What follows belongs to an exercise in optimizing a design on an open flow for small area; a production flow would make more cautious choices.
Only simulation tests tie the RTL to the original design; equivalence was not proved.
The clock cells of runs 1 and 3 come from the design's own scripts or RTL, not from TritonCTS.
The clock port is modelled as an ideal driver, which makes a skipped or thinned clock tree look cheaper than it is; a real chip needs a root buffer or a tree.
Power is estimated from default activity; no workload was simulated.

--- flow/flow/cts_single.tcl ---
# Replace the clock tree that CTS built with one clock buffer that drives every
# register clock pin directly (all registers see the same clock arrival).
set db [ord::get_db]
set block [ord::get_db_block]
set clk_bterm [$block findBTerm $::env(FLOW_CLOCK_PORT)]
set root_net [$clk_bterm getNet]
set ::cs_sinks {}
set ::cs_old_insts {}
set ::cs_old_nets {}
proc collect_sinks {net} {

  foreach it [$net getITerms] {
    if {![$it isInputSignal] && [$it getIoType] ne "INPUT"} { continue }
    set inst [$it getInst]
    set mname [[$inst getMaster] getName]
    if {[string match "sky130_fd_sc_hd__clkbuf_*" $mname] || [string match "sky130_fd_sc_hd__clkinv*" $mname] || [string match "sky130_fd_sc_hd__bufinv*" $mname]} {
      lappend ::cs_old_insts $inst
      foreach ot [$inst getITerms] {
        if {[$ot isOutputSignal]} {
          set on [$ot getNet]
          if {$on ne "NULL" && $on ne ""} { lappend ::cs_old_nets $on; collect_sinks $on }
        }
      }
    } else {
      lappend ::cs_sinks $it
    }
  }
}
collect_sinks $root_net
puts "cts_single: [llength $::cs_sinks] sinks, removing [llength $::cs_old_insts] clock cells"
set master [$db findMaster $::env(FLOW_CLOCK_BUF)]
set ngroups $::env(FLOW_CLOCK_GROUPS)
# sink positions
set pts {}
foreach it $::cs_sinks {
  set bb [[$it getInst] getBBox]
  lappend pts [list [expr {([$bb xMin] + [$bb xMax]) / 2.0}] [expr {([$bb yMin] + [$bb yMax]) / 2.0}]]
  $it disconnect
}
foreach inst $::cs_old_insts { odb::dbInst_destroy $inst }
foreach n $::cs_old_nets { if {[llength [$n getITerms]] == 0} { odb::dbNet_destroy $n } }
# k-means on sink positions, seeded by sorting on x then y
set n [llength $pts]
set order [lsort -real -index 0 $pts]
set cents {}
for {set g 0} {$g < $ngroups} {incr g} {
  lappend cents [lindex $order [expr {int(($g + 0.5) * $n / $ngroups)}]]
}
for {set iter 0} {$iter < 50} {incr iter} {
  set asg {}
  foreach p $pts {
    set bd 1e18; set bg 0
    for {set g 0} {$g < $ngroups} {incr g} {
      set c [lindex $cents $g]
      set d [expr {abs([lindex $p 0] - [lindex $c 0]) + abs([lindex $p 1] - [lindex $c 1])}]
      if {$d < $bd} { set bd $d; set bg $g }
    }
    lappend asg $bg
  }
  set newc {}
  for {set g 0} {$g < $ngroups} {incr g} {
    set sx 0.0; set sy 0.0; set k 0
    foreach p $pts a $asg { if {$a == $g} { set sx [expr {$sx + [lindex $p 0]}]; set sy [expr {$sy + [lindex $p 1]}]; incr k } }
    if {$k > 0} { lappend newc [list [expr {$sx / $k}] [expr {$sy / $k}]] } else { lappend newc [lindex $cents $g] }
  }
  set cents $newc
}
for {set g 0} {$g < $ngroups} {incr g} {
  set buf [odb::dbInst_create $block $master "clkbuf_root_$g"]
  set net [odb::dbNet_create $block "clknet_root_$g"]
  $net setSigType CLOCK
  foreach it [$buf getITerms] {
    set mt [$it getMTerm]
    if {[$mt getName] eq "A"} { $it connect $root_net }
    if {[$mt getName] eq "X"} { $it connect $net }
  }
  set k 0
  foreach it $::cs_sinks a $asg { if {$a == $g} { $it connect $net; incr k } }
  set c [lindex $cents $g]
  $buf setLocation [expr {int([lindex $c 0])}] [expr {int([lindex $c 1])}]
  $buf setPlacementStatus PLACED
  puts "cts_single: buffer $g drives $k registers"
}
detailed_placement
check_placement -verbose
estimate_parasitics -placement
report_clock_skew
--- flow/flow/run.sh ---
#!/bin/bash
# Standard ORFS layout (the standard.sh) with two extra steps, run as ORFS hooks:
#  * PRE_FLOORPLAN: every combinational cell is swapped to its smallest drive
#    strength (the clock period is long; synthesis's upsizing buys nothing);
#  * POST_CTS: the clock tree is replaced by three clock buffers, each driving
#    the registers of one area of the die; every register gets its clock through
#    one buffer, so all registers see the same clock arrival.
# Each tool's full output goes to standard.log in this folder.
set -uo pipefail
export PRE_FLOORPLAN_TCL=$PWD/flow/downsize.tcl
export POST_CTS_TCL=$PWD/flow/cts_single.tcl
export FLOW_CLOCK_PORT=clk_1MHz
export FLOW_CLOCK_BUF=sky130_fd_sc_hd__clkbuf_16
export FLOW_CLOCK_GROUPS=3
export CTS_ARGS="-buf_list sky130_fd_sc_hd__clkbuf_8 -dont_use_dummy_load -repair_clock_nets"
bash standard.sh > standard.log 2>&1
--- flow/config.mk ---
export PLATFORM = sky130hd
export DESIGN_NAME = super_mario_music
export DESIGN_NICKNAME = super_mario_music
export VERILOG_FILES = /design/flow/design.v
export SDC_FILE = /design/flow/constraint.sdc
export NUM_CORES = 4
export LEC_CHECK = 0
export ABC_AREA = 1
export CAP_MARGIN = 20
export CORE_MARGIN = 2
export CORE_UTILIZATION = 70
export SLEW_MARGIN = 20
export SYNTH_MEMORY_MAX_BITS = 65536
--- flow/design.v ---
module super_mario_music (
    input wire clk_1MHz,  
    input wire rst,
    output reg piezo      
);
    wire [3:0] sid;       
    reg  [4:0] off;       
    wire [8:0] a = {sid, off};
    reg [4:0]  p;         
    reg [4:0]  cnt;       
    reg [13:0] b;         
    reg [13:0] t0;        
    reg [15:0] tc;        
    wire [8:0] u_o;
    smm_u u_rom (.i(a), .o(u_o));
    wire [3:0] tcode = u_o[3:0];
    wire [3:0] dcode = u_o[4+3:4];
    wire       last  = u_o[8];
    wire [3:0] dv = dcode;
    smm_p p_rom (.i(p), .o(sid));
    wire ge_o;
    smm_g g_rom (.i({tcode, cnt}), .o(ge_o));
    wire rest = ~tcode[0] & ~tcode[1] & ~tcode[2] & ~tcode[3];
    wire [5:0] t_o = rest ? {1'b0, cnt} : ge_o ? {~piezo, 5'd0} : {piezo, nx_cnt(cnt)};
    wire [6:0] dl;
    smm_d d_rom (.i(t0[12:5]), .o(dl));
    function [13:0] add14_4(input [13:0] x, input [3:0] y);
        integer i; reg c;
        begin
            c = 1'b0;
            for (i = 0; i < 14; i = i + 1) begin
                add14_4[i] = x[i] ^ (i < 4 ? y[i] : 1'b0) ^ c;
                c = (x[i] & (i < 4 ? y[i] : 1'b0)) | (c & (x[i] ^ (i < 4 ? y[i] : 1'b0)));
            end
        end
    endfunction
    function gt14(input [13:0] x, input [13:0] y);  
        integer i; reg g;
        begin
            g = 1'b0;
            for (i = 0; i < 14; i = i + 1)
                g = (x[i] & ~y[i]) | (~(x[i] ^ y[i]) & g);
            gt14 = g;
        end
    endfunction
    function [13:0] sub14_7(input [13:0] x, input [6:0] y);
        integer i; reg bw; reg yi;
        begin
            bw = 1'b0;
            for (i = 0; i < 14; i = i + 1) begin
                yi = (i < 7) ? y[i] : 1'b0;
                sub14_7[i] = x[i] ^ yi ^ bw;
                bw = (~x[i] & yi) | (bw & ~(x[i] ^ yi));
            end
        end
    endfunction
    function [6:0] inc7(input [6:0] x);
        integer i; reg c;
        begin
            c = 1'b1;
            for (i = 0; i < 7; i = i + 1) begin
                inc7[i] = x[i] ^ c;
                c = c & x[i];
            end
        end
    endfunction
    function [4:0] nx_off(input [4:0] x);
        nx_off = inc5(x);
    endfunction
    function [4:0] nx_p(input [4:0] x);  
        nx_p = {x[3:0], x[4] ^ x[2]};
    endfunction
    function [4:0] nx_cnt(input [4:0] x);
        nx_cnt = inc5(x);
    endfunction
    function [4:0] inc5(input [4:0] x);
        integer i; reg c;
        begin
            c = 1'b1;
            for (i = 0; i < 5; i = i + 1) begin
                inc5[i] = x[i] ^ c;
                c = c & x[i];
            end
        end
    endfunction
    wire [13:0] bn   = add14_4(b, dv);
    wire        nend = gt14(bn, t0);                    
    wire        tend = (tc == 16'd6656);               
    wire        inc  = tend;
    wire        fb   = tc[15] ^ tc[13] ^ tc[12] ^ tc[10] ^ tend;
    always @(posedge clk_1MHz or posedge rst) begin
        if (rst) begin
            off <= 5'd0;
            p <= 5'd1; cnt <= 5'd0; piezo <= 1'b0;
            b <= 14'd0; t0 <= 14'd12000; tc <= 16'd13312;
        end else begin
            cnt   <= t_o[4:0];
            piezo <= t_o[5];
            b     <= nend ? 14'd0 : bn;
            if (nend) begin
                if (last) begin
                    off <= 5'd0;
                    p <= (p == 5'd26) ? 5'd1 : nx_p(p);
                end else begin
                    off <= nx_off(off);
                end
            end
            t0 <= sub14_7(t0, inc ? dl : 7'd0);
            tc <= {tc[14:0], fb};
        end
    end
endmodule
module smm_u (
    input  wire [8:0] i,
    output wire [8:0] o
);
  wire new_n19, new_n20, new_n21, new_n22, new_n23, new_n24, new_n25,
  new_n26, new_n27, new_n28, new_n29, new_n30, new_n31, new_n32, new_n33,
  new_n34, new_n35, new_n36, new_n37, new_n38, new_n39, new_n40, new_n41,
  new_n42, new_n43, new_n44, new_n45, new_n46, new_n47, new_n48, new_n49,
  new_n50, new_n51, new_n52, new_n53, new_n54, new_n55, new_n56, new_n57,
  new_n58, new_n59, new_n60, new_n61, new_n62, new_n63, new_n64, new_n65,
  new_n66, new_n67, new_n68, new_n69, new_n70, new_n71, new_n72, new_n73,
  new_n74, new_n75, new_n76, new_n77, new_n78, new_n79, new_n81, new_n82,
  new_n83, new_n84, new_n85, new_n86, new_n87, new_n88, new_n89, new_n90,
  new_n91, new_n92, new_n93, new_n94, new_n95, new_n96, new_n97, new_n98,
  new_n99, new_n100, new_n101, new_n102, new_n103, new_n104, new_n105,
  new_n106, new_n107, new_n108, new_n109, new_n110, new_n111, new_n112,
  new_n113, new_n114, new_n115, new_n116, new_n117, new_n118, new_n119,
  new_n120, new_n121, new_n122, new_n123, new_n124, new_n125, new_n126,
  new_n127, new_n128, new_n130, new_n131, new_n132, new_n133, new_n134,
  new_n135, new_n136, new_n137, new_n138, new_n139, new_n140, new_n141,
  new_n142, new_n143, new_n144, new_n145, new_n146, new_n147, new_n148,
  new_n149, new_n150, new_n151, new_n152, new_n153, new_n154, new_n155,
  new_n157, new_n158, new_n159, new_n160, new_n161, new_n162, new_n163,
  new_n164, new_n165, new_n166, new_n167, new_n168, new_n169, new_n170,
  new_n171, new_n172, new_n173, new_n174, new_n175, new_n176, new_n179,
  new_n180, new_n181, new_n182, new_n183, new_n184, new_n185, new_n186,
  new_n187, new_n188, new_n189, new_n190, new_n191, new_n192, new_n194,
  new_n195, new_n196, new_n197, new_n198, new_n199, new_n200, new_n201,
  new_n202, new_n203, new_n204, new_n205, new_n206, new_n207, new_n208,
  new_n209, new_n210, new_n211, new_n212, new_n213, new_n214, new_n215,
  new_n216, new_n217, new_n218, new_n220, new_n221, new_n222, new_n223,
  new_n224, new_n225, new_n226, new_n227, new_n228, new_n229, new_n230,
  new_n231, new_n232, new_n233, new_n234, new_n235, new_n236, new_n237,
  new_n238, new_n239, new_n240, new_n241, new_n243, new_n244, new_n245,
  new_n246, new_n247;
  assign new_n19 = ~i[1] & ~i[3];
  assign new_n20 = ~i[5] & ~i[7];
  assign new_n21 = ~i[8] & new_n20;
  assign new_n22 = new_n19 & new_n21;
  assign new_n23 = i[5] & i[7];
  assign new_n24 = ~i[1] & ~new_n23;
  assign new_n25 = i[5] & ~i[7];
  assign new_n26 = i[1] & ~new_n25;
  assign new_n27 = ~new_n24 & ~new_n26;
  assign new_n28 = i[6] & i[7];
  assign new_n29 = i[2] & ~new_n28;
  assign new_n30 = ~new_n27 & new_n29;
  assign new_n31 = ~new_n22 & new_n30;
  assign new_n32 = i[1] & i[6];
  assign new_n33 = ~i[4] & ~i[5];
  assign new_n34 = new_n32 & ~new_n33;
  assign new_n35 = i[1] & ~i[7];
  assign new_n36 = ~new_n34 & new_n35;
  assign new_n37 = ~i[6] & new_n25;
  assign new_n38 = i[3] & new_n37;
  assign new_n39 = ~i[3] & new_n23;
  assign new_n40 = ~i[2] & ~new_n39;
  assign new_n41 = ~new_n38 & new_n40;
  assign new_n42 = ~new_n36 & new_n41;
  assign new_n43 = ~new_n31 & ~new_n42;
  assign new_n44 = i[0] & ~new_n43;
  assign new_n45 = new_n19 & new_n25;
  assign new_n46 = ~i[0] & ~new_n45;
  assign new_n47 = i[1] & i[2];
  assign new_n48 = ~i[5] & ~i[6];
  assign new_n49 = ~i[7] & ~new_n48;
  assign new_n50 = new_n47 & ~new_n49;
  assign new_n51 = ~i[5] & i[7];
  assign new_n52 = ~i[6] & new_n51;
  assign new_n53 = ~new_n34 & ~new_n52;
  assign new_n54 = ~new_n50 & new_n53;
  assign new_n55 = new_n46 & new_n54;
  assign new_n56 = ~new_n44 & ~new_n55;
  assign new_n57 = i[0] & ~i[1];
  assign new_n58 = i[8] & ~new_n57;
  assign new_n59 = ~i[2] & ~i[6];
  assign new_n60 = ~i[1] & i[3];
  assign new_n61 = ~i[0] & new_n60;
  assign new_n62 = ~new_n59 & new_n61;
  assign new_n63 = ~new_n58 & ~new_n62;
  assign new_n64 = ~i[1] & ~i[2];
  assign new_n65 = ~i[3] & new_n64;
  assign new_n66 = ~new_n63 & ~new_n65;
  assign new_n67 = i[5] & i[6];
  assign new_n68 = ~i[7] & new_n19;
  assign new_n69 = ~new_n47 & ~new_n68;
  assign new_n70 = new_n67 & ~new_n69;
  assign new_n71 = i[0] & ~i[5];
  assign new_n72 = ~i[0] & ~i[8];
  assign new_n73 = ~new_n71 & ~new_n72;
  assign new_n74 = ~i[3] & ~i[6];
  assign new_n75 = ~new_n73 & new_n74;
  assign new_n76 = ~new_n51 & ~new_n75;
  assign new_n77 = ~new_n70 & new_n76;
  assign new_n78 = new_n64 & ~new_n77;
  assign new_n79 = ~new_n66 & ~new_n78;
  assign o[0] = new_n56 | ~new_n79;
  assign new_n81 = ~i[2] & ~i[3];
  assign new_n82 = i[2] & ~i[7];
  assign new_n83 = ~i[3] & ~new_n26;
  assign new_n84 = new_n82 & ~new_n83;
  assign new_n85 = i[5] & new_n35;
  assign new_n86 = ~new_n47 & ~new_n85;
  assign new_n87 = ~i[0] & ~new_n86;
  assign new_n88 = ~i[5] & i[6];
  assign new_n89 = i[0] & new_n88;
  assign new_n90 = ~new_n87 & ~new_n89;
  assign new_n91 = ~new_n84 & ~new_n90;
  assign new_n92 = ~new_n81 & ~new_n91;
  assign new_n93 = ~i[8] & new_n71;
  assign new_n94 = ~new_n32 & ~new_n93;
  assign new_n95 = ~i[4] & ~new_n94;
  assign new_n96 = ~i[1] & ~i[6];
  assign new_n97 = ~new_n95 & ~new_n96;
  assign new_n98 = new_n20 & ~new_n97;
  assign new_n99 = ~i[8] & new_n81;
  assign new_n100 = ~new_n98 & new_n99;
  assign new_n101 = ~new_n92 & ~new_n100;
  assign new_n102 = ~i[1] & i[2];
  assign new_n103 = ~i[0] & ~new_n102;
  assign new_n104 = ~i[2] & ~new_n60;
  assign new_n105 = new_n37 & ~new_n104;
  assign new_n106 = i[1] & ~i[6];
  assign new_n107 = new_n23 & new_n106;
  assign new_n108 = i[0] & ~i[3];
  assign new_n109 = i[8] & ~new_n108;
  assign new_n110 = ~new_n107 & ~new_n109;
  assign new_n111 = ~new_n105 & new_n110;
  assign new_n112 = ~new_n103 & ~new_n111;
  assign new_n113 = ~i[0] & ~i[5];
  assign new_n114 = new_n28 & new_n113;
  assign new_n115 = new_n23 & new_n74;
  assign new_n116 = ~new_n114 & ~new_n115;
  assign new_n117 = ~new_n62 & new_n116;
  assign new_n118 = new_n64 & ~new_n117;
  assign new_n119 = new_n21 & new_n50;
  assign new_n120 = i[1] & i[4];
  assign new_n121 = i[5] & new_n120;
  assign new_n122 = i[6] & ~new_n23;
  assign new_n123 = ~new_n74 & new_n102;
  assign new_n124 = ~new_n122 & new_n123;
  assign new_n125 = ~new_n121 & ~new_n124;
  assign new_n126 = ~new_n119 & new_n125;
  assign new_n127 = ~new_n118 & new_n126;
  assign new_n128 = ~new_n112 & new_n127;
  assign o[1] = new_n101 | ~new_n128;
  assign new_n130 = i[3] & ~i[5];
  assign new_n131 = ~new_n64 & new_n130;
  assign new_n132 = ~i[1] & i[4];
  assign new_n133 = i[0] & ~new_n132;
  assign new_n134 = ~new_n131 & new_n133;
  assign new_n135 = ~new_n70 & new_n134;
  assign new_n136 = ~i[2] & new_n52;
  assign new_n137 = new_n64 & new_n67;
  assign new_n138 = ~new_n120 & ~new_n137;
  assign new_n139 = new_n46 & new_n138;
  assign new_n140 = ~new_n136 & new_n139;
  assign new_n141 = ~new_n47 & ~new_n65;
  assign new_n142 = i[8] & ~new_n141;
  assign new_n143 = ~new_n25 & ~new_n60;
  assign new_n144 = ~new_n82 & new_n143;
  assign new_n145 = i[6] & ~new_n47;
  assign new_n146 = ~new_n144 & new_n145;
  assign new_n147 = ~new_n142 & ~new_n146;
  assign new_n148 = new_n140 & new_n147;
  assign new_n149 = ~new_n135 & ~new_n148;
  assign new_n150 = ~new_n25 & ~new_n57;
  assign new_n151 = i[2] & new_n74;
  assign new_n152 = ~new_n51 & ~new_n151;
  assign new_n153 = ~new_n150 & ~new_n152;
  assign new_n154 = ~i[1] & new_n52;
  assign new_n155 = ~new_n153 & ~new_n154;
  assign o[2] = new_n149 | ~new_n155;
  assign new_n157 = i[1] & new_n108;
  assign new_n158 = new_n82 & new_n157;
  assign new_n159 = i[7] & ~new_n47;
  assign new_n160 = ~i[0] & ~new_n64;
  assign new_n161 = new_n159 & new_n160;
  assign new_n162 = ~new_n158 & ~new_n161;
  assign new_n163 = new_n88 & ~new_n162;
  assign new_n164 = new_n20 & ~new_n64;
  assign new_n165 = i[0] & i[3];
  assign new_n166 = ~new_n37 & new_n165;
  assign new_n167 = ~new_n164 & new_n166;
  assign new_n168 = ~i[4] & new_n108;
  assign new_n169 = ~new_n61 & ~new_n168;
  assign new_n170 = ~i[2] & new_n37;
  assign new_n171 = ~new_n169 & new_n170;
  assign new_n172 = i[0] & new_n47;
  assign new_n173 = ~i[3] & ~new_n172;
  assign new_n174 = i[8] & ~new_n173;
  assign new_n175 = ~new_n171 & ~new_n174;
  assign new_n176 = ~new_n167 & new_n175;
  assign o[3] = new_n163 | ~new_n176;
  assign o[4] = new_n52 & new_n172;
  assign new_n179 = ~i[0] & ~i[4];
  assign new_n180 = ~new_n67 & new_n179;
  assign new_n181 = ~new_n48 & new_n180;
  assign new_n182 = ~new_n105 & ~new_n181;
  assign new_n183 = new_n68 & ~new_n182;
  assign new_n184 = ~new_n157 & ~new_n183;
  assign new_n185 = new_n170 & ~new_n184;
  assign new_n186 = ~i[1] & ~new_n71;
  assign new_n187 = i[4] & ~new_n186;
  assign new_n188 = ~i[8] & ~new_n67;
  assign new_n189 = i[0] & ~new_n188;
  assign new_n190 = ~new_n51 & ~new_n189;
  assign new_n191 = i[3] & ~new_n190;
  assign new_n192 = ~new_n187 & ~new_n191;
  assign o[5] = new_n185 | ~new_n192;
  assign new_n194 = ~new_n57 & ~new_n159;
  assign new_n195 = ~i[3] & new_n67;
  assign new_n196 = ~new_n194 & new_n195;
  assign new_n197 = ~i[2] & i[7];
  assign new_n198 = ~new_n106 & new_n197;
  assign new_n199 = ~new_n132 & ~new_n198;
  assign new_n200 = new_n71 & ~new_n199;
  assign new_n201 = ~new_n102 & ~new_n108;
  assign new_n202 = i[8] & ~new_n201;
  assign new_n203 = ~new_n51 & ~new_n88;
  assign new_n204 = new_n172 & new_n203;
  assign new_n205 = ~new_n202 & ~new_n204;
  assign new_n206 = ~new_n200 & new_n205;
  assign new_n207 = ~new_n196 & new_n206;
  assign new_n208 = ~i[5] & ~new_n72;
  assign new_n209 = i[3] & ~new_n208;
  assign new_n210 = ~new_n85 & ~new_n209;
  assign new_n211 = new_n59 & ~new_n210;
  assign new_n212 = i[3] & i[6];
  assign new_n213 = ~new_n24 & new_n212;
  assign new_n214 = ~new_n107 & ~new_n114;
  assign new_n215 = ~new_n213 & new_n214;
  assign new_n216 = i[2] & ~new_n215;
  assign new_n217 = ~new_n183 & ~new_n216;
  assign new_n218 = ~new_n211 & new_n217;
  assign o[6] = ~new_n207 | ~new_n218;
  assign new_n220 = ~new_n57 & new_n173;
  assign new_n221 = ~new_n102 & ~new_n220;
  assign new_n222 = ~i[3] & ~new_n48;
  assign new_n223 = ~new_n221 & ~new_n222;
  assign new_n224 = ~new_n39 & ~new_n170;
  assign new_n225 = ~new_n194 & ~new_n224;
  assign new_n226 = ~new_n223 & ~new_n225;
  assign new_n227 = i[3] & new_n88;
  assign new_n228 = ~new_n95 & ~new_n227;
  assign new_n229 = ~i[2] & ~i[7];
  assign new_n230 = ~new_n228 & new_n229;
  assign new_n231 = ~i[0] & i[7];
  assign new_n232 = i[2] & ~i[3];
  assign new_n233 = ~new_n231 & new_n232;
  assign new_n234 = ~new_n90 & new_n233;
  assign new_n235 = i[7] & new_n81;
  assign new_n236 = ~new_n132 & new_n188;
  assign new_n237 = ~new_n235 & new_n236;
  assign new_n238 = ~new_n38 & new_n237;
  assign new_n239 = ~i[0] & ~new_n238;
  assign new_n240 = ~new_n234 & ~new_n239;
  assign new_n241 = ~new_n230 & new_n240;
  assign o[7] = ~new_n226 | ~new_n241;
  assign new_n243 = i[3] & ~new_n88;
  assign new_n244 = new_n26 & new_n243;
  assign new_n245 = ~new_n113 & new_n120;
  assign new_n246 = ~o[4] & ~new_n245;
  assign new_n247 = ~new_n244 & new_n246;
  assign o[8] = new_n191 | ~new_n247;
endmodule
module smm_p (
    input  wire [4:0] i,
    output wire [3:0] o
);
  wire new_n10, new_n11, new_n12, new_n13, new_n14, new_n15, new_n16,
  new_n17, new_n18, new_n19, new_n20, new_n21, new_n22, new_n23, new_n24,
  new_n25, new_n27, new_n28, new_n29, new_n30, new_n31, new_n32, new_n33,
  new_n35, new_n36, new_n37, new_n38, new_n39, new_n40, new_n42, new_n43,
  new_n44;
  assign new_n10 = i[3] & i[4];
  assign new_n11 = ~i[1] & ~i[2];
  assign new_n12 = new_n10 & new_n11;
  assign new_n13 = i[0] & ~i[4];
  assign new_n14 = ~i[2] & new_n13;
  assign new_n15 = i[0] & i[1];
  assign new_n16 = i[4] & ~new_n15;
  assign new_n17 = i[1] & i[2];
  assign new_n18 = ~new_n16 & ~new_n17;
  assign new_n19 = ~new_n14 & new_n18;
  assign new_n20 = ~new_n12 & ~new_n19;
  assign new_n21 = i[0] & i[2];
  assign new_n22 = i[4] & ~new_n21;
  assign new_n23 = ~i[3] & ~new_n22;
  assign new_n24 = i[2] & ~new_n10;
  assign new_n25 = ~new_n23 & new_n24;
  assign o[0] = ~new_n20 | new_n25;
  assign new_n27 = i[3] & ~i[4];
  assign new_n28 = ~new_n11 & ~new_n17;
  assign new_n29 = new_n27 & ~new_n28;
  assign new_n30 = ~i[0] & ~i[1];
  assign new_n31 = i[3] & ~new_n30;
  assign new_n32 = new_n16 & ~new_n31;
  assign new_n33 = ~new_n21 & ~new_n32;
  assign o[1] = new_n29 | ~new_n33;
  assign new_n35 = ~new_n15 & ~new_n30;
  assign new_n36 = i[3] & ~new_n35;
  assign new_n37 = ~i[4] & ~new_n17;
  assign new_n38 = ~i[1] & ~i[3];
  assign new_n39 = new_n22 & ~new_n38;
  assign new_n40 = ~new_n37 & ~new_n39;
  assign o[2] = new_n36 | new_n40;
  assign new_n42 = ~i[0] & i[3];
  assign new_n43 = ~new_n14 & ~new_n42;
  assign new_n44 = i[1] & ~new_n43;
  assign o[3] = ~new_n27 & new_n44;
endmodule
module smm_d (
    input  wire [7:0] i,
    output wire [6:0] o
);
  wire new_n16, new_n17, new_n18, new_n19, new_n20, new_n21, new_n22,
  new_n23, new_n24, new_n25, new_n26, new_n27, new_n28, new_n29, new_n30,
  new_n31, new_n32, new_n33, new_n34, new_n35, new_n36, new_n37, new_n38,
  new_n39, new_n40, new_n41, new_n42, new_n43, new_n44, new_n45, new_n46,
  new_n47, new_n48, new_n49, new_n50, new_n51, new_n52, new_n53, new_n54,
  new_n55, new_n56, new_n57, new_n58, new_n59, new_n60, new_n61, new_n62,
  new_n63, new_n64, new_n66, new_n67, new_n68, new_n69, new_n70, new_n71,
  new_n72, new_n73, new_n74, new_n75, new_n76, new_n77, new_n78, new_n79,
  new_n80, new_n81, new_n82, new_n83, new_n84, new_n85, new_n86, new_n87,
  new_n88, new_n89, new_n90, new_n91, new_n92, new_n93, new_n94, new_n95,
  new_n96, new_n97, new_n98, new_n100, new_n101, new_n102, new_n103,
  new_n104, new_n105, new_n106, new_n107, new_n108, new_n109, new_n110,
  new_n111, new_n112, new_n113, new_n114, new_n115, new_n116, new_n117,
  new_n118, new_n119, new_n120, new_n122, new_n123, new_n124, new_n125,
  new_n126, new_n127, new_n128, new_n129, new_n130, new_n131, new_n132,
  new_n133, new_n134, new_n135, new_n137, new_n138, new_n139, new_n140,
  new_n142, new_n143, new_n144, new_n145, new_n146;
  assign new_n16 = ~i[3] & i[7];
  assign new_n17 = i[4] & new_n16;
  assign new_n18 = i[7] & ~new_n17;
  assign new_n19 = ~i[2] & ~new_n18;
  assign new_n20 = ~i[5] & ~new_n19;
  assign new_n21 = ~i[1] & ~i[2];
  assign new_n22 = ~i[4] & new_n21;
  assign new_n23 = i[2] & i[3];
  assign new_n24 = ~new_n22 & ~new_n23;
  assign new_n25 = i[0] & new_n24;
  assign new_n26 = ~i[0] & ~i[1];
  assign new_n27 = ~i[2] & ~i[4];
  assign new_n28 = new_n26 & new_n27;
  assign new_n29 = ~new_n25 & ~new_n28;
  assign new_n30 = new_n20 & ~new_n29;
  assign new_n31 = ~i[2] & i[3];
  assign new_n32 = ~i[6] & new_n31;
  assign new_n33 = ~new_n16 & ~new_n32;
  assign new_n34 = ~i[4] & ~i[5];
  assign new_n35 = ~i[1] & ~new_n34;
  assign new_n36 = ~new_n33 & new_n35;
  assign new_n37 = i[4] & i[6];
  assign new_n38 = i[2] & new_n37;
  assign new_n39 = ~new_n32 & ~new_n38;
  assign new_n40 = ~i[0] & ~new_n39;
  assign new_n41 = ~i[0] & ~i[3];
  assign new_n42 = new_n21 & new_n41;
  assign new_n43 = i[6] & new_n42;
  assign new_n44 = ~new_n40 & ~new_n43;
  assign new_n45 = ~new_n36 & new_n44;
  assign new_n46 = i[3] & ~i[4];
  assign new_n47 = i[0] & i[5];
  assign new_n48 = ~i[1] & ~new_n47;
  assign new_n49 = ~i[0] & ~i[7];
  assign new_n50 = i[1] & ~new_n49;
  assign new_n51 = ~new_n48 & ~new_n50;
  assign new_n52 = ~new_n24 & ~new_n51;
  assign new_n53 = new_n46 & ~new_n52;
  assign new_n54 = ~i[6] & ~new_n49;
  assign new_n55 = i[4] & ~new_n54;
  assign new_n56 = i[2] & ~i[6];
  assign new_n57 = ~i[7] & new_n56;
  assign new_n58 = i[1] & i[7];
  assign new_n59 = new_n23 & new_n58;
  assign new_n60 = ~new_n57 & ~new_n59;
  assign new_n61 = ~new_n55 & new_n60;
  assign new_n62 = i[5] & ~new_n61;
  assign new_n63 = ~new_n53 & ~new_n62;
  assign new_n64 = new_n45 & new_n63;
  assign o[0] = new_n30 | ~new_n64;
  assign new_n66 = i[4] & ~new_n41;
  assign new_n67 = ~i[6] & ~new_n66;
  assign new_n68 = i[0] & new_n67;
  assign new_n69 = ~new_n17 & ~new_n68;
  assign new_n70 = ~i[2] & new_n69;
  assign new_n71 = i[6] & ~i[7];
  assign new_n72 = ~i[4] & ~new_n71;
  assign new_n73 = ~i[5] & new_n41;
  assign new_n74 = new_n72 & ~new_n73;
  assign new_n75 = i[1] & ~new_n74;
  assign new_n76 = ~new_n70 & new_n75;
  assign new_n77 = ~i[5] & ~new_n43;
  assign new_n78 = new_n22 & ~new_n77;
  assign new_n79 = i[3] & i[4];
  assign new_n80 = ~i[5] & new_n79;
  assign new_n81 = ~new_n26 & ~new_n58;
  assign new_n82 = new_n80 & new_n81;
  assign new_n83 = ~new_n21 & ~new_n34;
  assign new_n84 = ~i[2] & ~i[5];
  assign new_n85 = ~i[7] & ~new_n84;
  assign new_n86 = ~new_n83 & new_n85;
  assign new_n87 = i[2] & i[7];
  assign new_n88 = new_n47 & new_n87;
  assign new_n89 = ~new_n86 & ~new_n88;
  assign new_n90 = ~new_n82 & new_n89;
  assign new_n91 = i[7] & new_n46;
  assign new_n92 = ~new_n38 & ~new_n91;
  assign new_n93 = ~new_n23 & ~new_n92;
  assign new_n94 = ~new_n32 & ~new_n54;
  assign new_n95 = ~i[0] & ~new_n94;
  assign new_n96 = ~new_n93 & ~new_n95;
  assign new_n97 = new_n90 & new_n96;
  assign new_n98 = ~new_n78 & new_n97;
  assign o[1] = new_n76 | ~new_n98;
  assign new_n100 = new_n69 & new_n77;
  assign new_n101 = ~i[4] & ~new_n23;
  assign new_n102 = i[2] & new_n101;
  assign new_n103 = ~new_n31 & ~new_n102;
  assign new_n104 = i[6] & ~new_n103;
  assign new_n105 = ~i[6] & new_n21;
  assign new_n106 = ~i[3] & new_n105;
  assign new_n107 = i[5] & ~new_n106;
  assign new_n108 = i[4] & new_n71;
  assign new_n109 = new_n27 & new_n58;
  assign new_n110 = ~new_n108 & ~new_n109;
  assign new_n111 = new_n107 & new_n110;
  assign new_n112 = ~new_n104 & new_n111;
  assign new_n113 = ~new_n100 & ~new_n112;
  assign new_n114 = i[2] & ~new_n37;
  assign new_n115 = i[7] & ~new_n114;
  assign new_n116 = i[5] & i[6];
  assign new_n117 = ~new_n105 & ~new_n116;
  assign new_n118 = ~new_n115 & new_n117;
  assign new_n119 = ~new_n88 & ~new_n118;
  assign new_n120 = i[3] & ~new_n119;
  assign o[2] = new_n113 | new_n120;
  assign new_n122 = ~new_n56 & ~new_n80;
  assign new_n123 = ~new_n78 & new_n122;
  assign new_n124 = i[7] & ~new_n123;
  assign new_n125 = ~new_n20 & new_n101;
  assign new_n126 = ~i[4] & new_n51;
  assign new_n127 = ~new_n67 & ~new_n126;
  assign new_n128 = ~new_n125 & new_n127;
  assign new_n129 = i[7] & ~new_n42;
  assign new_n130 = new_n34 & ~new_n129;
  assign new_n131 = ~i[1] & i[2];
  assign new_n132 = new_n130 & ~new_n131;
  assign new_n133 = i[6] & ~new_n132;
  assign new_n134 = ~i[6] & new_n34;
  assign new_n135 = ~new_n91 & ~new_n134;
  assign o[5] = new_n133 | ~new_n135;
  assign new_n137 = ~i[7] & ~new_n42;
  assign new_n138 = ~i[4] & ~new_n137;
  assign new_n139 = ~o[5] & new_n138;
  assign new_n140 = ~new_n128 & ~new_n139;
  assign o[3] = new_n124 | new_n140;
  assign new_n142 = i[7] & new_n32;
  assign new_n143 = ~new_n58 & new_n72;
  assign new_n144 = ~new_n101 & ~new_n143;
  assign new_n145 = ~new_n142 & new_n144;
  assign new_n146 = new_n107 & new_n145;
  assign o[4] = new_n130 | new_n146;
  assign o[6] = ~i[7] & ~new_n134;
endmodule
module smm_g (
    input  wire [8:0] i,
    output wire [0:0] o
);
  wire new_n11, new_n12, new_n13, new_n14, new_n15, new_n16, new_n17,
  new_n18, new_n19, new_n20, new_n21, new_n22, new_n23, new_n24, new_n25,
  new_n26, new_n27, new_n28, new_n29, new_n30, new_n31, new_n32, new_n33,
  new_n34, new_n35;
  assign new_n11 = i[0] & i[1];
  assign new_n12 = i[5] & ~new_n11;
  assign new_n13 = i[2] & ~new_n12;
  assign new_n14 = ~i[7] & i[8];
  assign new_n15 = ~new_n13 & new_n14;
  assign new_n16 = ~i[6] & i[8];
  assign new_n17 = ~i[7] & ~new_n16;
  assign new_n18 = i[2] & new_n17;
  assign new_n19 = ~i[3] & ~new_n18;
  assign new_n20 = ~i[0] & i[5];
  assign new_n21 = i[6] & new_n20;
  assign new_n22 = i[1] & ~new_n21;
  assign new_n23 = ~i[6] & ~new_n20;
  assign new_n24 = ~i[2] & i[7];
  assign new_n25 = i[3] & ~new_n24;
  assign new_n26 = ~new_n23 & ~new_n25;
  assign new_n27 = ~new_n22 & new_n26;
  assign new_n28 = ~new_n19 & ~new_n27;
  assign new_n29 = ~new_n15 & new_n28;
  assign new_n30 = ~i[4] & ~new_n29;
  assign new_n31 = i[4] & new_n11;
  assign new_n32 = i[8] & ~new_n31;
  assign new_n33 = i[6] & ~new_n32;
  assign new_n34 = ~i[5] & new_n17;
  assign new_n35 = ~new_n33 & new_n34;
  assign o[0] = ~new_n30 & ~new_n35;
endmodule
--- flow/flow/downsize.tcl ---
# Swap each combinational cell to the smallest-area variant of the same function
# (same base name, different drive strength). Registers keep their cell type.
set db [ord::get_db]
set block [ord::get_db_block]
set dont_use {}
if {[info exists ::env(DONT_USE_CELLS)]} { set dont_use $::env(DONT_USE_CELLS) }
array set best {}
foreach lib [$db getLibs] {
  foreach m [$lib getMasters] {
    set n [$m getName]
    if {![regexp {^(sky130_fd_sc_hd__[a-z0-9]+)_([0-9]+)$} $n -> base drv]} { continue }
    set skip 0
    foreach pat $dont_use { if {[string match $pat $n]} { set skip 1 } }
    if {$skip} { continue }
    set a [expr {[$m getWidth] * [$m getHeight]}]
    if {![info exists best($base)] || $a < [lindex $best($base) 1]} { set best($base) [list $m $a] }
  }
}
set nswap 0
foreach inst [$block getInsts] {
  set m [$inst getMaster]
  set n [$m getName]
  if {![regexp {^(sky130_fd_sc_hd__[a-z0-9]+)_([0-9]+)$} $n -> base drv]} { continue }
  if {[regexp {^sky130_fd_sc_hd__(df|sdf|edf|dl|tap|fill|decap|conb|lpflow)} $n]} { continue }
  if {![info exists best($base)]} { continue }
  set bm [lindex $best($base) 0]
  set ba [lindex $best($base) 1]
  set a [expr {[$m getWidth] * [$m getHeight]}]
  if {$ba < $a} {
    $inst swapMaster $bm
    incr nswap
  }
}
puts "downsize: swapped $nswap instances"
--- flow/standard.sh ---
#!/bin/bash
# synth_recipe.tcl (not shown) runs the flow's synth.tcl, then flattens the netlist and writes it again
# the make line also repeats each setting of config.mk as NAME=value (left out here)
make -C /OpenROAD-flow-scripts/flow DESIGN_CONFIG=/design/flow/config.mk WORK_HOME=/design/flow/orfs CLKGATE_MAP_FILE= SYNTH_SCRIPT=/design/flow/synth_recipe.tcl "${@:-finish}"
--- flow/constraint.sdc ---
create_clock -name core_clock -period 125.0 [get_ports {clk_1MHz}]
set_input_delay 25.0000 -clock core_clock [delete_from_list [all_inputs] [get_ports {clk_1MHz}]]
set_output_delay 25.0000 -clock core_clock [all_outputs]
set_load 0.01 [all_outputs]
==> out/metrics.cfg, run 1 <==
[pwr]
power_leakage_nw=2.47
ir_drop_mv=0.00934
power_density_mw_per_mm2=6.31
power_w=0.0000289

[route]
drc=0
drt_iter0_drc=635
via_per_inst=6.21
avgRoutedWirePerCell_um=16.3
routed-via-count=4207
drt_pass1_iterations=6
routed_wl_mm=11.0
ant_nets=0

[global_routing]
grt_max_degree=61
antenna_found_initial=0
met3_usage=0.0455
grt_busiest_layer=met2
grt_pass1_wl_mm=18.8
grt_pass1_vias=3958
grt.total_usage=0.328
met2_usage=0.545
use_met1=0.440
overflow=0

[sta]
final-hold-violation-count=0
fmaxAchievable_mhz=38.4
grt_setup_unrepaired=false
drv_slew=0
slew_headroom=0.384
timing.setup.tns_ns=0
setup_viol=0
timing.final.crit_share=0.208
worst_pin_slew_ns=0.922
min_period_ns=26.04
skew_ns=0.0298

[cells_and_area]
drive_gt1_frac=0.0399
fillers=498
fin_area_mm2=0.00459
final_common_cell=nand2_1
final_cell_count_no_fill=678
layout_common_cells=nand2_1 (132), inv_1 (99), nor2_1 (65)
antenna_cells=0
fin_nets=656

[min_path]
hold_path_depth=0
hold_path.class=register to register
min_to=tc[13]
min_from=tc[12]

[floorplan]
io_pins=3
fp.dieH_um=83.6
die_x_um=83.6
dieArea_mm2=0.00699
start_util=0.711
rows=29
core_mm2=0.00624

[critical_path]
path_buf_inv=1
critPathKind=register to output port
crit_chain=clkdlybuf4s50_1
required_ns=100.00
crit_fanout=3
setup.worst_path.start_class=register
r2r_end=p[2]
critical_path_arrival_ns=1.04
timing.rr.start=p[1]
reg2reg_depth=37
reg2reg_slack_ns=117.88
cpPeakStageDelay_ns=0.54
end_kind=output port
critPathTopFamily=buffers and inverters
cp_slowest_cell=clkdlybuf4s50_1
startpoint=piezo

[run_status]
outcome=complete, no violations

[job]
cap_violations=0

[cts]
clk_latency_ns=0.16
clk_pin_slew_ns=0.10
cts_sinks=60

[placement]
place_area_mm2=0.00451
portBuffers=2
dp.cells=675
dpl.hpwl_mm=8.21
routabilityCongestion=1.07

[yosys]
synth_nets=662
yosysWarningCount=1
synthCells=609

## registers in the layout, summed over array words and instances (netlist names)
register,cells
cnt,5
piezo,1
b,14
off,5
t0,14
tc,16
p,5
## metal layers
layer / up-vias / part of all wire
li1: 1953 / -
met1: 1925 / 0.40
met2: 274 / 0.47
met3: 55 / 0.092
met4: 0 / 0.039
met5: - / 0
## worst max path at each step
| stage | to | slack (ns) | cells past startpoint |
|---|---|---|---|
| floorplan | b[0] | 98.53 | 1 |
| global placement | p[2] | 98.93 | 3 |
| detailed placement | t0[8] | 98.91 | 3 |
| global route | piezo | 98.91 | 1 |
| finish | piezo | 98.96 | 1 |
## worst reg2reg max path: cells and delay by family, from the launching register on
kind,cells,cell delay [ns]
buffers and inverters,6,0.74
and+or+nand+nor,12,2.24
DFF,1,0.49
adders and majority gates,14,2.95
AOI/OAI and AO/OA,5,0.61
## stage by stage
| step | hold WS (ns) | util | setup slack (ns) |
|---|---|---|---|
| final | 0.387 | 0.735 | 98.96 |
| after floorplan | 0.354 | - | 98.53 |
| after global routing | 0.394 | 0.735 | 98.91 |
| after detailed placement | 0.367 | 0.723 | 98.91 |
| after global placement | 0.361 | 0.723 | 98.93 |
## where the power goes
group / total (W) / switching [W] / internal (W)
clock: 0.00000909 / 0.00000474 / 0.00000436
sequential: 0.0000194 / 0 / 0.0000194
combinational: 0.000000425 / 0.000000372 / 0.0000000506
total: 0.0000289 / 0.00000511 / 0.0000238
## cell type report
type	count	area (um^2)	share of cell area
inverter	109	409	0.0891
sequential	60	1520	0.330
buffer	3	75.1	0.0164
multi-input combinational	424	2450	0.534
timing repair buffer	5	42.5	0.00927
tap	77	96.3	0.0210
==> run 2, diff against run 1 <==
==> flow/flow/run.sh (replaced) <==
#!/bin/bash
# Standard ORFS layout (the standard.sh) with two extra steps, run as ORFS hooks:
#  * PRE_FLOORPLAN: the combinational logic is re-mapped for area with OpenROAD's
#    restructure (ABC) on the platform liberty less its don't-use cells, and every
#    combinational cell is then swapped to its smallest drive strength (the clock
#    period is long; synthesis's upsizing buys nothing); registers are untouched;
#  * POST_CTS: the clock tree is replaced by three clock buffers, each driving
#    the registers of one area of the die; every register gets its clock through
#    one buffer, so all registers see the same clock arrival; the port buffers
#    become the smallest plain buffer.
# Each tool's full output goes to standard.log in this folder.
set -uo pipefail
export PRE_FLOORPLAN_TCL=$PWD/flow/prefloorplan.tcl
export POST_CTS_TCL=$PWD/flow/cts_single.tcl
export FLOW_CLOCK_PORT=clk_1MHz
export FLOW_CLOCK_BUF=sky130_fd_sc_hd__clkbuf_16
export FLOW_CLOCK_GROUPS=3
export CTS_ARGS="-buf_list sky130_fd_sc_hd__clkbuf_8 -dont_use_dummy_load -repair_clock_nets"
bash standard.sh > standard.log 2>&1
--- a/flow/flow/cts_single.tcl
+++ b/flow/flow/cts_single.tcl
@@ -82,4 +82,12 @@
   puts "cts_single: buffer $g drives $k registers"
 }
+# port buffers: use the smallest plain buffer
+set b1 [$db findMaster sky130_fd_sc_hd__buf_1]
+foreach inst [$block getInsts] {
+  if {[regexp {^(input|output)[0-9]+$} [$inst getName]] && [[$inst getMaster] getName] ne "sky130_fd_sc_hd__buf_1"} {
+    puts "cts_single: port buffer [$inst getName] [[$inst getMaster] getName] -> sky130_fd_sc_hd__buf_1"
+    $inst swapMaster $b1
+  }
+}
 detailed_placement
 check_placement -verbose
==> flow/flow/libfilter.py (new file) <==
#!/usr/bin/env python3
"""Copy a liberty file without the cells that match any of the given glob patterns."""
import sys, re, fnmatch
src, dst, pats = sys.argv[1], sys.argv[2], sys.argv[3:]
text = open(src).read()
out = []; i = 0; n = len(text)
cell_re = re.compile(r'\n(\s*)cell\s*\(\s*"?([A-Za-z0-9_]+)"?\s*\)\s*\{')
while True:
    m = cell_re.search(text, i)
    if not m:
        out.append(text[i:]); break
    name = m.group(2)
    # find the end of the cell block by brace counting
    j = m.end(); depth = 1
    while depth:
        c = text[j]
        if c == '{': depth += 1
        elif c == '}': depth -= 1
        j += 1
    if any(fnmatch.fnmatch(name, p) for p in pats):
        out.append(text[i:m.start()])
    else:
        out.append(text[i:j])
    i = j
open(dst, 'w').write(''.join(out))
==> flow/flow/prefloorplan.tcl (new file) <==
# Before floorplanning: re-map the combinational logic for area with OpenROAD's
# restructure (ABC), using the platform liberty without its don't-use cells,
# then swap every remaining combinational cell to its smallest drive strength.
# Registers are not touched.
set flowdir [file dirname [info script]]
set workdir [file normalize [file join $flowdir .. rmp_work]]
file mkdir $workdir
set lib_in [lindex $::env(LIB_FILES) 0]
set lib_out [file join $workdir area.lib]
exec python3 [file join $flowdir libfilter.py] $lib_in $lib_out {*}$::env(DONT_USE_CELLS)
puts "prefloorplan: design area before restructure"
report_design_area
set_dont_use $::env(DONT_USE_CELLS)
restructure -target area -liberty_file $lib_out \
  -tielo_port [join $::env(TIELO_CELL_AND_PORT) /] \
  -tiehi_port [join $::env(TIEHI_CELL_AND_PORT) /] \
  -work_dir $workdir -abc_logfile [file join $workdir abc.log]
puts "prefloorplan: design area after restructure"
report_design_area
source [file join $flowdir downsize.tcl]
report_design_area
==> run 2 against run 1 <==
  * The flow now stops in floorplan (2_1_floorplan)
  * Synthesized cell count fell by 16%
==> out/metrics.cfg, run 2 <==
[run_status]
outcome=aborted with a tool error
haltStage=floorplan (2_1_floorplan)
stop_error=[ERROR EST-0104] inconsistent parasitics state

[yosys]
syn_area_per_cell_um2=7.62
synth_area_mm2=0.00389
synthCells=510
yosysWarningCount=1

[floorplan]
die_x_um=78.5
fp.dieH_um=78.5
start_util=0.715
rows=27

==> run 3, diff against run 2 <==
==> flow/flow/run.sh (replaced) <==
#!/bin/bash
# The standard layout (standard.sh) with two extra steps:
#  * after synthesis, restructure.tcl re-maps the combinational logic of
#    1_synth.odb for area with OpenROAD's restructure (ABC) on the platform
#    liberty less its don't-use cells, and swaps every combinational cell to its
#    smallest drive strength (the clock period is long; synthesis's upsizing buys
#    nothing); registers are untouched;
#  * after CTS (ORFS POST_CTS hook), cts_single.tcl replaces the clock tree by
#    three clock buffers, each driving the registers of one area of the die, so
#    every register gets its clock through one buffer and all see the same clock
#    arrival; the port buffers become the smallest plain buffer.
# Each tool's full output goes to a log of its own in this folder.
set -uo pipefail
bash standard.sh synth > synth.log 2>&1 || exit 1
mkdir -p rmp_work
RMP_RESULTS=$PWD/orfs/results/$FLOW_PLATFORM/super_mario_music/base \
RMP_LIB=$FLOW_HOME/platforms/$FLOW_PLATFORM/lib/sky130_fd_sc_hd__tt_025C_1v80.lib \
RMP_WORK=$PWD/rmp_work \
  openroad -no_init -exit flow/restructure.tcl > restructure.log 2>&1 || exit 1
export POST_CTS_TCL=$PWD/flow/cts_single.tcl
export FLOW_CLOCK_PORT=clk_1MHz
export FLOW_CLOCK_BUF=sky130_fd_sc_hd__clkbuf_16
export FLOW_CLOCK_GROUPS=3
export CTS_ARGS="-buf_list sky130_fd_sc_hd__clkbuf_8 -dont_use_dummy_load -repair_clock_nets"
bash standard.sh > standard.log 2>&1
==> flow/flow/restructure.tcl (new file) <==
# Run between the standard flow's synthesis and the rest of its flow, in a fresh OpenROAD:
# re-map the combinational logic of 1_synth.odb for area with restructure (ABC),
# on the platform liberty less its don't-use cells, then swap every combinational
# cell to its smallest drive strength. Registers are not touched.
set res $::env(RMP_RESULTS)
set lib $::env(RMP_LIB)
set work $::env(RMP_WORK)
read_db $res/1_synth.odb
read_liberty $lib
read_sdc $res/1_synth.sdc
source $::env(FLOW_HOME)/platforms/$::env(FLOW_PLATFORM)/setRC.tcl
set ::env(DONT_USE_CELLS) "sky130_fd_sc_hd__lpflow_* sky130_fd_sc_hd__probe_p_8 sky130_fd_sc_hd__probec_p_8"
exec python3 [file join [file dirname [info script]] libfilter.py] $lib $work/area.lib {*}$::env(DONT_USE_CELLS)
set_dont_use $::env(DONT_USE_CELLS)
puts "restructure: design area before"
report_design_area
restructure -target area -liberty_file $work/area.lib \
  -tielo_port sky130_fd_sc_hd__conb_1/LO -tiehi_port sky130_fd_sc_hd__conb_1/HI \
  -work_dir $work
puts "restructure: design area after"
report_design_area
source [file join [file dirname [info script]] downsize.tcl]
report_design_area
write_db $res/1_synth.odb
removed: flow/flow/prefloorplan.tcl
==> run 3 against run 2 <==
  * The run now finishes clean
  * Synthesized cell count unchanged
  * Area after synthesis unchanged
==> out/metrics.cfg, run 3 <==
[run_status]
outcome=complete, no violations

[cts]
clk_pin_slew_ns=0.11
clk_latency_ns=0.17
cts_sinks=60

[floorplan]
fp.dieH_um=78.5
die_x_um=78.5
io_pins=3
start_util=0.715
dieArea_mm2=0.00616
core_mm2=0.00544
rows=27

[placement]
place_area_mm2=0.00402
routabilityCongestion=1.01
portBuffers=2
post-place-ws_ns=98.93
dpl.hpwl_mm=7.32

[cells_and_area]
fin_area_mm2=0.00408
layout_common_cells=nor2_1 (91), o21ai_0 (60), clkinv_1 (59)
final_util=0.750
drive_gt1_frac=0.0347
fillers=397
syn_to_final_growth_pct=5.02
fin_nets=522
top_regs=tc x16, b x14, t0 x14
largest_reg_flops=16
final_common_cell=nor2_1
largest-register=tc
antenna_cells=0

[route]
via_per_inst=6.92
avgRoutedWirePerCell_um=17.7
drc=0
routed-via-count=4085
routed_wl_mm=10.5
ant_nets=0
drt_pass1_iterations=9
drt_iter0_drc=707

[critical_path]
critPathTopFamily=flip-flops
setup.worst_path.start_class=register
critPathKind=register to output port
path_buf_inv=1
cp_slowest_cell=dfrtp_1
r2r_end=off[1]
crit_fanout=3
cpPeakStageDelay_ns=0.39
critical_path_arrival_ns=0.67
timing.rr.start=p[0]
reg2reg_slack_ns=116.43
required_ns=100.00
end_kind=output port
reg2reg_depth=36
crit_chain=buf_1

[min_path]
hold_path_depth=0
min_from=tc[2]
hold_path.class=register to register
min_to=tc[3]

[yosys]
syn_area_per_cell_um2=7.62
yosysWarningCount=1
synthCells=510
synth_nets=512
synth_area_mm2=0.00389

[sta]
worst_pin_slew_ns=0.889
grt_setup_unrepaired=false
min_period_ns=25.67
timing.final.crit_share=0.205
finalWorstSetupSlack_ns=99.33
skew_ns=0.0523
finalHoldWorstSlack_ns=0.381
timing.setup.tns_ns=0
slew_headroom=0.407
drv_slew=0
final-hold-violation-count=0
fmaxAchievable_mhz=39.0
setup_viol=0

[global_routing]
grt_pass1_wl_mm=17.4
grt_max_degree=61
overflow=0
grt_pass1_vias=3721
grt.total_usage=0.347
antenna_found_initial=0

[pwr]
ir_drop_mv=0.00569
power_density_mw_per_mm2=7.11
power_leakage_nw=1.60

[job]
cap_violations=0

-- run 3: cell type report --
class	count	area [um^2]	area share
plain buffers	3	75.1	0.0184
inverters	60	225	0.0552
multi-input cells	390	2150	0.526
flip-flops and latches	60	1520	0.371
well taps	72	90.1	0.0221
repair buffers	5	30.0	0.00736
-- run 3: how the worst max path moves through the flow --
| stage | to | start | slack, ns | depth (start not counted) |
|---|---|---|---|---|
| floorplan | b[0] | rst | 99.08 | 1 |
| global placement | cnt[1] | rst | 98.95 | 3 |
| detailed placement | b[4] | rst | 98.93 | 3 |
| global route | b[4] | rst | 99.27 | 3 |
| finish | piezo | piezo | 99.33 | 1 |
-- run 3: per-layer routing --
metal	vias up	share of wire	global-route usage
met2	286	0.48	0.598
met5	-	0	0
met1	1849	0.41	0.463
met3	48	0.086	0.0448
met4	0	0.029	0.0930
li1	1902	-	-
-- run 3: report_power, final --
| group | switching, W | internal (W) | leakage, nW |
|---|---|---|---|
| Clock | 0.00000485 | 0.00000436 | 0.0370 |
| Sequential | 0 | 0.0000194 | 0.770 |
| Combinational | 0.000000360 | 0.0000000304 | 0.791 |
| Total | 0.00000521 | 0.0000238 | 1.60 |
-- run 3: through the flow --
stage               std cells  power [W]
finish                    590  0.0000290
global route              590  0.0000300
floorplan                 510  0.0000201
global placement          587  0.0000202
detailed placement        587  0.0000202
-- run 3: worst register-to-register path, delay by kind of cell, from the launching register on --
family / cells / cell delay (ns)
compound gates: 19 / 4.59
simple gates: 13 / 1.71
buf+inv: 4 / 1.56
flops: 1 / 0.57

==> separate check: timing with driven ports <==
In the flow no input, the clock included, has a driving cell. The finished layouts below were timed again as built, in two steps.
Step 1 assumes that a clkbuf_16 drives the clock port and a buf_2 every other input.
Step 2, shift: input delay + t, output delay - t, t = (earliest + latest rising clock arrival at the registers) / 2. This alone moves slack from input paths to output paths.
Slacks: ideal / step 1 / step 2; pairs: ideal / step 1.
| run | shift t [ns] | setup slack, ns | slew at the worst register clock pin (ns) | worst data-port slew with drivers (ns) |
|---|---|---|---|---|
| run 1 | 0.207 | 98.956 / 98.894 / 98.928 | 0.10 / 0.10 | 0.03 |
| run 3 | 0.208 | 99.334 / 99.274 / 99.279 | 0.11 / 0.11 | 0.03 |
After both steps every run listed still meets setup and hold. The setup slack of run 3, which loses most, moves by -0.060 ns with the drivers and by -0.055 ns with both steps. Setup slack includes reset recovery checks.
